This design comes from an exercise in tuning for small area on the open sky130 flow, not from production work.
Function was checked by simulation only, so behaviour that the tests miss may differ from the original.

==> inputs of 11-04 <==
==> flow/design.v <==
`default_nettype none
module organ_tone (
    input  logic        clk,
    input  logic        rst,
    input  logic [3:0]  SW,
    output logic        tone,
    output logic [15:0] lcd_freq
);
logic [16:0] d;       
logic        w;       
logic        r;       
logic [16:0] h;       
logic        ge;      
always_comb
    case (SW[3:1])
    3'd0: begin h = 17'd47800; lcd_freq = 16'h0523; end
    3'd1: begin h = 17'd42588; lcd_freq = 16'h0587; end
    3'd2: begin h = 17'd37935; lcd_freq = 16'h0659; end
    3'd3: begin h = 17'd35815; lcd_freq = 16'h0698; end
    3'd4: begin h = 17'd31927; lcd_freq = 16'h0783; end
    3'd5: begin h = 17'd28408; lcd_freq = 16'h0880; end
    3'd6: begin h = 17'd25328; lcd_freq = 16'h0987; end
    default: begin h = 17'd23899; lcd_freq = 16'h1046; end
    endcase
assign ge = {d[16:1], d[0] & ~(SW[2] & SW[1])} >= {h[15:0], 1'b1};
always_ff @(posedge clk)
    if (rst) begin
        d <= 17'd1;
        w <= 1'b0;
        r <= 1'b0;
    end else begin
        d <= r ? 17'd1 : d + 17'd1;
        if (d == h)
            w <= 1'b1;
        else if (ge) begin
            w <= 1'b0;
            r <= 1'b1;
        end else
            r <= 1'b0;
    end
assign tone = SW[0] & w;
endmodule
==> flow/flow/run.sh <==
#!/bin/bash
# Layout flow: the standard synthesis, then the combinational logic between
# the registers is re-mapped for area (registers, their names and cells kept),
# then the standard layout with minimum-size port buffers.
set -euo pipefail
W=$(pwd)
R=$W/orfs/results/$FLOW_PLATFORM/organ_tone/base
YOSYS=$FLOW_HOME/../tools/install/yosys/bin/yosys
LIB=$FLOW_HOME/platforms/$FLOW_PLATFORM/lib/sky130_fd_sc_hd__tt_025C_1v80.lib

bash standard.sh synth > $W/synth.log 2>&1
cp $R/1_2_yosys.v $W/std_synth.v
sed -e "s|@LIB@|$LIB|g" -e "s|@IN@|$W/std_synth.v|g" -e "s|@OUT@|$R/1_2_yosys.v|g" \
    $W/flow/resynth.ys > $W/resynth.ys
$YOSYS -s $W/resynth.ys > $W/resynth.log 2>&1
rm -f $R/1_synth.odb $R/1_synth.sdc
export BUFFER_PORTS_ARGS="-buffer_cell sky130_fd_sc_hd__buf_1"
bash standard.sh finish > $W/finish.log 2>&1
==> flow/flow/resynth.ys <==
# Re-map the standard synthesis's logic for area. The flip-flop cells are kept
# as they are (same instances, names and cell types); everything else is
# flattened to gates and mapped again by ABC.
read_liberty -ignore_miss_func @LIB@
read_verilog @IN@
hierarchy -top organ_tone
setattr -mod -set keep_hierarchy 1 sky130_fd_sc_hd__dfxtp_1
flatten
opt_clean -purge
abc -liberty @LIB@ -dont_use *probe* -dont_use *lpflow* -script "+strash;&get -n;&deepsyn -T 60 -S 1;&put;dch -f;&get -n;&nf -R 1000;&put"
opt_clean -purge
hilomap -singleton -hicell sky130_fd_sc_hd__conb_1 HI -locell sky130_fd_sc_hd__conb_1 LO
hierarchy -top organ_tone
blackbox sky130_fd_sc_hd__dfxtp_1
stat -liberty @LIB@
write_verilog -noattr @OUT@
==> flow/standard.sh <==
#!/bin/bash
# synth_recipe.tcl (not shown) runs the flow's synth.tcl, then flattens the netlist and writes it again
# the make line also repeats each setting of config.mk as NAME=value (left out here)
make -C /OpenROAD-flow-scripts/flow DESIGN_CONFIG=/design/flow/config.mk WORK_HOME=/design/flow/orfs CLKGATE_MAP_FILE= SYNTH_SCRIPT=/design/flow/synth_recipe.tcl "${@:-finish}"
==> flow/config.mk <==
export PLATFORM = sky130hd
export DESIGN_NAME = organ_tone
export DESIGN_NICKNAME = organ_tone
export VERILOG_FILES = /design/flow/design.v
export SDC_FILE = /design/flow/constraint.sdc
export NUM_CORES = 4
export LEC_CHECK = 0
export CAP_MARGIN = 20
export CORE_MARGIN = 2
export CORE_UTILIZATION = 40
export CTS_BUF_LIST = sky130_fd_sc_hd__clkbuf_8
export CTS_CLUSTER_DIAMETER = 100
export CTS_CLUSTER_SIZE = 30
export SLEW_MARGIN = 20
==> flow/constraint.sdc <==
create_clock -name core_clock -period 100.0 [get_ports {clk}]
set_input_delay 20.0000 -clock core_clock [delete_from_list [all_inputs] [get_ports {clk}]]
set_output_delay 20.0000 -clock core_clock [all_outputs]
set_load 0.01 [all_outputs]
==> 12-18: changes against 11-04 <==
CORE_AREA = 4 4 76 76   (was not set)
CORE_MARGIN = not set   (was 2)
CORE_UTILIZATION = not set   (was 40)
CTS_BUF_LIST = not set   (was sky130_fd_sc_hd__clkbuf_8)
CTS_CLUSTER_DIAMETER = not set   (was 100)
CTS_CLUSTER_SIZE = not set   (was 30)
DIE_AREA = 0 0 80 80   (was not set)
==> 05-16: changes against 11-04 <==
==> flow/design.v (replaced) <==
`default_nettype none
module organ_tone (
    input  logic        clk,
    input  logic        rst,
    input  logic [3:0]  SW,
    output logic        tone,
    output logic [15:0] lcd_freq
);
logic [16:0] d;       
logic        w;       
logic        r;       
logic [16:0] h, e;    
always_comb
    case (SW[3:1])
    3'd0: begin h = 17'd47800; e = 17'd95601; lcd_freq = 16'h0523; end
    3'd1: begin h = 17'd42588; e = 17'd85177; lcd_freq = 16'h0587; end
    3'd2: begin h = 17'd37935; e = 17'd75871; lcd_freq = 16'h0659; end
    3'd3: begin h = 17'd35815; e = 17'd71632; lcd_freq = 16'h0698; end
    3'd4: begin h = 17'd31927; e = 17'd63855; lcd_freq = 16'h0783; end
    3'd5: begin h = 17'd28408; e = 17'd56817; lcd_freq = 16'h0880; end
    3'd6: begin h = 17'd25328; e = 17'd50657; lcd_freq = 16'h0987; end
    default: begin h = 17'd23899; e = 17'd47800; lcd_freq = 16'h1046; end
    endcase
always_ff @(posedge clk)
    if (rst) begin
        d <= 17'd1;
        w <= 1'b0;
        r <= 1'b0;
    end else begin
        d <= r ? 17'd1 : d + 17'd1;
        if (d == h)
            w <= 1'b1;
        else if (d >= e) begin
            w <= 1'b0;
            r <= 1'b1;
        end else
            r <= 1'b0;
    end
assign tone = SW[0] & w;
endmodule
==> flow/run.sh (new file) <==
#!/bin/bash
# synth_recipe.tcl (not shown) runs the flow's synth.tcl, then flattens the netlist and writes it again
# the make line also repeats each setting of config.mk as NAME=value (left out here)
make -C /OpenROAD-flow-scripts/flow DESIGN_CONFIG=/design/flow/config.mk WORK_HOME=/design/flow/orfs CLKGATE_MAP_FILE= SYNTH_SCRIPT=/design/flow/synth_recipe.tcl finish
CTS_BUF_LIST = not set   (was sky130_fd_sc_hd__clkbuf_8)
CTS_CLUSTER_DIAMETER = not set   (was 100)
CTS_CLUSTER_SIZE = not set   (was 30)
removed: flow/flow/run.sh
removed: flow/flow/resynth.ys
removed: flow/standard.sh
==> flow_summary.ini <==
[cells_and_area]
layout_commonest_cell = sky130_fd_sc_hd__a21oi_1
finalNonFillerCells = 264

[drt]
wl_met2_um = 1450
detail_route.wirelength_um = 3280

[logic_synthesis]
syn_area_per_cell_um2 = 6.99

[sta]
fin_skew_ns = 0.000734

[floorplan]
fp-row-count = 25

[pwr]
p_total_w = 0.0000156

[placement]
post-place-cells = 260

[run_status]
outcome = timing/DRC/antenna clean
That was 12-18.
==> flow_summary.ini <==
[floorplan]
fp-row-count = 19

[sta]
fin_skew_ns = 0.000802

[cells_and_area]
layout_commonest_cell = sky130_fd_sc_hd__a21oi_1
finalNonFillerCells = 228

[drt]
detail_route.wirelength_um = 3260
wl_met2_um = 1470

[run_status]
outcome = timing/DRC/antenna clean

[pwr]
p_total_w = 0.0000157
That was 11-04.
==> flow_summary.ini <==
[placement]
post-place-cells = 297

[pwr]
p_total_w = 0.0000179

[logic_synthesis]
syn_area_per_cell_um2 = 7.47

[drt]
detail_route.wirelength_um = 4230
detailedRoute.firstIterationViolations = 155
wl_met2_um = 1990

[floorplan]
fp-row-count = 24

[cells_and_area]
layout_commonest_cell = sky130_fd_sc_hd__nor2_1
finalNonFillerCells = 301

[run_status]
outcome = timing/DRC/antenna clean
That was 05-16.

static timing again, ports no longer ideal:
The results above use ideal ports. As a check the final layouts listed here were re-extracted and re-timed, cells and wires unchanged. Step 1 (the two cells are an assumption about what drives the block):
set clk [get_ports {clk}]
set_driving_cell -lib_cell sky130_fd_sc_hd__clkbuf_16 $clk
set_driving_cell -lib_cell sky130_fd_sc_hd__buf_2 [delete_from_list [all_inputs] $clk]
Step 2 times the ports against the registers' clock, not the clock port: input delays grow and output delays shrink by t, the midpoint of the rising clock arrivals with the driver on. a / b / c = ideal / step 1 / step 2; a / b = the first two.
run | t (ns) | setup WS [ns] | hold WS [ns] | worst setup path at the end | worst data-port slew with drivers (ns)
11-04 | 0.277 | 58.585 / 58.560 / 58.560 | 0.460 / 0.460 / 0.460 | input to output | 0.03
12-18 | 0.270 | 58.557 / 58.531 / 58.531 | 0.460 / 0.460 / 0.460 | input to output | 0.03
05-16 | 0.275 | 57.630 / 57.601 / 57.601 | 0.517 / 0.517 / 0.517 | input to output | 0.03
After both steps setup and hold are still met in every run listed. For 05-16, which loses most, drivers alone change the setup slack by -0.029 ns; drivers and shift together by -0.029 ns.
